Context: an optimization exercise on an open-source flow, tuned for small area and a short achievable clock period. The choices shown serve that exercise and are no tape-out recipe.
Where RTL was checked, it was by simulation tests only, not by an equivalence proof against the original.
No activity file was given, so power comes from the tool's default toggle rates.

==> flow/design.v (excerpt) <==
module SIMD(clk,rst,opcode,funct3,funct7,rd_data1,rd_data2,rd_data3,w_add,immed,instrc_add,wr_add,wr_data);
input clk;
input rst;
input [6:0] opcode;
input [2:0] funct3;
input [6:0] funct7;
input [15:0] rd_data1;
input [15:0] rd_data2;
input [15:0] rd_data3;
input [4:0] w_add;
input [11:0] immed;
output [6:0] instrc_add;
output [4:0] wr_add;
output [15:0] wr_data;
wire alu = (opcode == 7'b0111011);
wire mac = (opcode == 7'b1001011);
wire shl = (opcode == 7'b0100011) | (opcode == 7'b1010011);
wire shr = (opcode == 7'b1100011);
wire m16 = (funct3 == 3'b001);
wire m8  = (funct3 == 3'b010);
wire m4  = (funct3 == 3'b100);
wire op_add  = alu & (funct7 == 7'b0000000);
wire op_sub  = alu & (funct7 == 7'b0100000);
wire op_mul  = alu & (funct7 == 7'b1000001);
wire op_mulh = alu & (funct7 == 7'b1000010);
wire op_madd  = mac & (funct7[1:0] == 2'b01);
wire op_maddh = mac & (funct7[1:0] == 2'b10);
wire op_and = alu & (funct7 == 7'b0001000);
  ...
For scale: about 1300 cells after synthesis, about 80 flip-flops, ~0.013 mm² of cells after synthesis.
clock: 10.6 ns
lec_check: 0
cap_margin: 20
core_margin: 2
core_utilization: 60
setup_slack_margin: 4
slew_margin: 20
synth_hierarchical: 1
synth_minimum_keep_size: 0
run.sh (not shown) runs the stock make flow with config.mk's settings and CLKGATE_MAP_FILE= SYNTH_SCRIPT=/design/flow/synth_recipe.tcl, a recipe that flattens the netlist after the stock synthesis.
Next try:
--- a/flow/design.v
+++ b/flow/design.v
@@ -32,16 +32,16 @@
 wire lov = op_add | op_sub | op_mul | op_madd;    
 wire hiv = op_mulh | op_maddh;                    
 wire [15:0] imm = {{4{immed[10]}}, immed};
 wire [3:0] k = imm[3:0];
 wire shz = |imm[15:4];                            
 wire k0 = (k == 4'd0);
 wire lg = op_and | op_or | op_xor | op_not;
-wire sel_lo16 = lg | (m16 & lov) | shl | (shr & k0);
-wire sel_hi16 = (m16 & hiv) | (shr & ~k0);
+wire sel_lo16 = lg | (m16 & lov) | (shl & ~shz) | (shr & k0 & ~shz);
+wire sel_hi16 = (m16 & hiv) | (shr & ~k0 & ~shz);
 wire ar = opcode[3];                   
 wire bmul = opcode[6] | funct7[6];     
 wire blog = funct7[4] | funct7[3];     
 wire addsub = ar & ~bmul & ~blog;
 wire sub = addsub & funct7[5];
 wire sgn = ar & ~opcode[6] & funct7[6] & funct7[1];    
 wire s4 = sgn & funct3[2];
@@ -54,16 +54,16 @@
 wire i_8 = s8;
 wire i_8_16 = s8 | s16;
 wire u0 = sub;
 wire u8 = sub & funct3[2];
 wire u16 = sub & ~funct3[0];
 wire [15:0] a = rd_data1;
 wire [15:0] kd = 16'h0001 << k;
-wire shsel_l = ~ar & ~shz & ~(opcode[6] & opcode[5]);
-wire shsel_r = ~ar & ~shz & opcode[6] & opcode[5];
+wire shsel_l = ~ar & ~(opcode[6] & opcode[5]);
+wire shsel_r = ~ar & opcode[6] & opcode[5];
 wire [15:0] bsh = ({16{shsel_l}} & kd) | ({16{shsel_r}} & {kd[1], kd[2], kd[3], kd[4], kd[5], kd[6], kd[7], kd[8], kd[9], kd[10], kd[11], kd[12], kd[13], kd[14], kd[15], kd[0]});
 wire [15:0] lane1 = {3'b000, funct3[2], 3'b000, ~funct3[0], 3'b000, funct3[2], 4'b0001};
 wire [15:0] b = ({16{ar & bmul}} & rd_data2) | ({16{addsub}} & lane1) | bsh;
 wire [15:0] b8 = b & {16{~funct3[2] | ~ar}};
 wire [15:0] b16 = b & {16{funct3[0] | ~ar}};
 wire [15:0] csrc = ({16{ar & opcode[6]}} & rd_data3) | ({16{addsub}} & (rd_data2 ^ {16{funct7[5]}}));
 wire [31:0] cc = {4'h0,
The changed run produced a clean layout.
Setup slack improved by 0.042 ns.
Critical path depth falls by 3.
Clock skew hardly moves.
Maximum frequency rises by 0.65%.
Worst hold slack got worse by 0.015 ns.
Non-clock buffer count falls by 17.
Combinational power rises by about 10%.
Register-to-register slack stays flat.
Synthesized cell count rises by 1.6%.
Final cell count falls by 1.2%.
Final area falls by 2.6%.
Area after synthesis rises by 1.2%.
Routed wire length rises by 3.8%.
Total power rises by 12%.
The RTL of the second run of this note was laid out without a check of its function.

==> afterwards: timing with drivers on the ports <==
Ports are ideal in the flow. The routed layouts listed here were re-timed in OpenROAD.
Step 1 assumes that a clkbuf_16 drives the clock port and a buf_2 every other input.
Step 2 also shifts input and output timing later by t, the mid clock arrival at the registers, as if the neighbouring blocks saw the same clock.
Slacks: no drivers / after step 1 / after step 2; pairs: no drivers / after step 1.
| run | t, ns | setup slack, ns | worst hold slack (ns) |
|---|---|---|---|
| the first run | 0.394 | 4.010 / 4.039 / 3.645 | 0.494 / 0.494 / 0.494 |
| the second run | 0.394 | 4.053 / 4.064 / 3.670 | 0.479 / 0.479 / 0.479 |
After both steps every run listed still meets setup and hold. For the second run, which loses most, drivers alone change the setup slack by +0.011 ns; drivers and shift together by -0.383 ns.
